From an optimization exercise on the open Yosys and OpenROAD flow, aimed at small area, a short achievable clock period and few clock cycles; shortcuts taken in it are not production practice.
The RTL was checked by simulation tests, not by an equivalence proof against the original design.

== run A ==
Design spm_mul_bcd, start of the top module:
module spm_mul_bcd(
    input  wire        clk,
    input  wire        rst,
    input  wire        start,
    input  wire [7:0]  mc,
    input  wire [7:0]  mp,
    output reg  [15:0] product,
    output wire [19:0] bcd,
    output reg         done
);
Size in the first run: roughly 590 cells after synthesis, roughly 56 I/O pins, roughly 4000 um^2 of cells after synthesis.
export LEC_CHECK = 0
export ABC_AREA = 1
export CAP_MARGIN = 20
export CORE_MARGIN = 2
export CORE_UTILIZATION = 40
export SLEW_MARGIN = 20
create_clock -name core_clock -period 18.0 [get_ports {clk}]
standard.sh (not shown) runs the stock make flow with config.mk's settings and CLKGATE_MAP_FILE= SYNTH_SCRIPT=/design/flow/synth_recipe.tcl, a recipe that flattens the netlist after the stock synthesis.
==> flow/flow/run.sh <==
#!/bin/bash
# Pass-through flow: the standard layout, with its output logged here.
bash standard.sh > standard.log 2>&1
Run A completed every stage of the flow, and the final layout passed the timing, DRC and antenna checks.
Testbench counts of run A, summed over its fixed seeds: cycles 3,200.
--- input diff run A..run B ---
==> flow/flow/run.sh <==
#!/bin/bash
# The standard layout with buf_1 port buffers and repair_timing aiming at
# a setup slack margin of 10 ns. standard.log holds the whole ORFS run.
export BUFFER_PORTS_ARGS="-buffer_cell sky130_fd_sc_hd__buf_1"
export SETUP_SLACK_MARGIN=10
bash standard.sh > standard.log 2>&1
[summary]
- Run B vs. run A: signed area change from the synthesized netlist to the final layout shows an increase of 17 points; minimum clock period shows a reduction of 0.73 ns; vias after detailed routing shows an increase of 7.4%; fraction of synthesized cell area in xor and xnor cells shows no meaningful change.
- The multi-input gate share of the layout cell area of run B exceeds that of run A by 2.8 points.
Setup changes, run B to run C
Settings: changing CORE_UTILIZATION from 40 to 70.
==> flow/flow/run.sh <==
#!/bin/bash
# The standard layout with buf_1 port buffers and repair_timing aiming at
# a setup slack margin of 0 ns. standard.log holds the whole ORFS run.
export BUFFER_PORTS_ARGS="-buffer_cell sky130_fd_sc_hd__buf_1"
bash standard.sh > standard.log 2>&1
Notes after the runs:
Critical path depth: higher on run B
Run C vs run B, critical path class: in -> reg vs reg -> out
NOTE global-route wire length before repair run B->run C decreased by a few percent
Of run B and run C, the run reporting the higher detailed-routed wire length on met3 was run C.
diff inputs: run C => run D
Settings: CORE_UTILIZATION: 70 -> 40.
==> flow/flow/run.sh <==
#!/bin/bash
# The standard layout, except that the port buffers are buf_2 cells instead
# of the buffer buffer_ports picks by default. Each tool's output is logged
# in this folder (standard.log holds the whole ORFS make run).
export BUFFER_PORTS_ARGS="-buffer_cell sky130_fd_sc_hd__buf_2"
bash standard.sh > standard.log 2>&1
==> summary.txt <==
- On height of the die: run D sits above run C.
- Routing usage on met1 in run D is 13 points lower than in run C
- Cmp run D vs run C: detail-routed net length per standard cell lower in run D
- Diff run C..run D | maximum frequency | negligible
- Re area added between synthesis and finish: run C and run D aren't equal, and the higher value belongs to run D.
- For the aggregate routed wire length, run D came in 3.6% lower than run C did.
- Final HPWL from detailed placement, run D vs run C: down slightly

Starting RTL as in the previous note.
==> flow/config.mk <==
export PLATFORM = sky130hd
export DESIGN_NAME = spm_mul_bcd
export DESIGN_NICKNAME = spm_mul_bcd
export VERILOG_FILES = /design/flow/design.v
export SDC_FILE = /design/flow/constraint.sdc
export NUM_CORES = 4
export LEC_CHECK = 0
export ABC_AREA = 1
export CAP_MARGIN = 20
export CORE_MARGIN = 2
export CORE_UTILIZATION = 40
export SLEW_MARGIN = 20
==> flow/constraint.sdc <==
create_clock -name core_clock -period 18.0 [get_ports {clk}]
set_input_delay 3.6000 -clock core_clock [delete_from_list [all_inputs] [get_ports {clk}]]
set_output_delay 3.6000 -clock core_clock [all_outputs]
set_load 0.01 [all_outputs]
==> flow/flow/run.sh <==
#!/bin/bash
# The standard layout, except that the port buffers are buf_1 cells instead
# of the buffer buffer_ports picks by default. Each tool's output is logged
# in this folder (standard.log holds the whole ORFS make run).
export BUFFER_PORTS_ARGS="-buffer_cell sky130_fd_sc_hd__buf_1"
bash standard.sh > standard.log 2>&1
Testbench counts at the start, summed over its fixed seeds: cycles 3,200.
Rerun with:
==> flow/flow/run.sh (replaced) <==
#!/bin/bash
# The standard layout with buf_1 port buffers and repair_timing aiming at
# a setup slack margin of 9.7 ns. standard.log holds the whole ORFS run.
export BUFFER_PORTS_ARGS="-buffer_cell sky130_fd_sc_hd__buf_1"
export SETUP_SLACK_MARGIN=9.7
bash standard.sh > standard.log 2>&1
Settings changed: CORE_UTILIZATION 40 to 70.
Via count grows by 25%.
Worst setup slack gets worse by 0.24 ns.
Non-clock buffer count grows by 26.
Cell area grows by 13%.
Cell count shrinks by 4.5%.
Wire length grows by 57%.
Clock-buffer cell count stays the same.
Fmax shrinks by 2.7%.
Critical path depth grows by 17.

-- re-timing with driven ports --
The results above use ideal ports. As a check the final layouts listed here were re-extracted and re-timed, cells and wires unchanged.
Step 1 assumes that a clkbuf_16 drives the clock port and a buf_2 every other input.
Step 2 moves the port delays by t, midway between the first and last clock arrival at a register: inputs arrive t later, outputs are due t later. That takes back most of the time a late clock gives input paths.
Three values: no drivers, after step 1, after step 2; two values: the first two.
| run | t (ns) | setup slack, ns | worst hold slack (ns) | worst slew at a driven data input, ns | pins driven straight from the clock port |
|---|---|---|---|---|---|
| run A | 0.278 | 9.193 / 9.201 / 8.923 | 0.469 / 0.469 / 0.469 | 0.04 | 1 |
| run B | 0.282 | 9.927 / 9.897 / 9.669 | 0.470 / 0.470 / 0.470 | 0.05 | 1 |
| run C | 0.281 | 9.601 / 9.606 / 9.325 | 0.472 / 0.472 / 0.472 | 0.03 | 1 |
| run D | 0.274 | 9.623 / 9.630 / 9.356 | 0.461 / 0.461 / 0.461 | 0.03 | 1 |
| the first run of note 2 | 0.276 | 9.532 / 9.541 / 9.265 | 0.474 / 0.474 / 0.474 | 0.03 | 1 |
| the second run of note 2 | 0.281 | 9.293 / 9.265 / 9.398 | 0.472 / 0.472 / 0.472 | 0.03 | 1 |
After both steps setup and hold are still met in every run listed. For run C, which loses most, drivers alone change the setup slack by +0.005 ns; drivers and shift together by -0.276 ns.
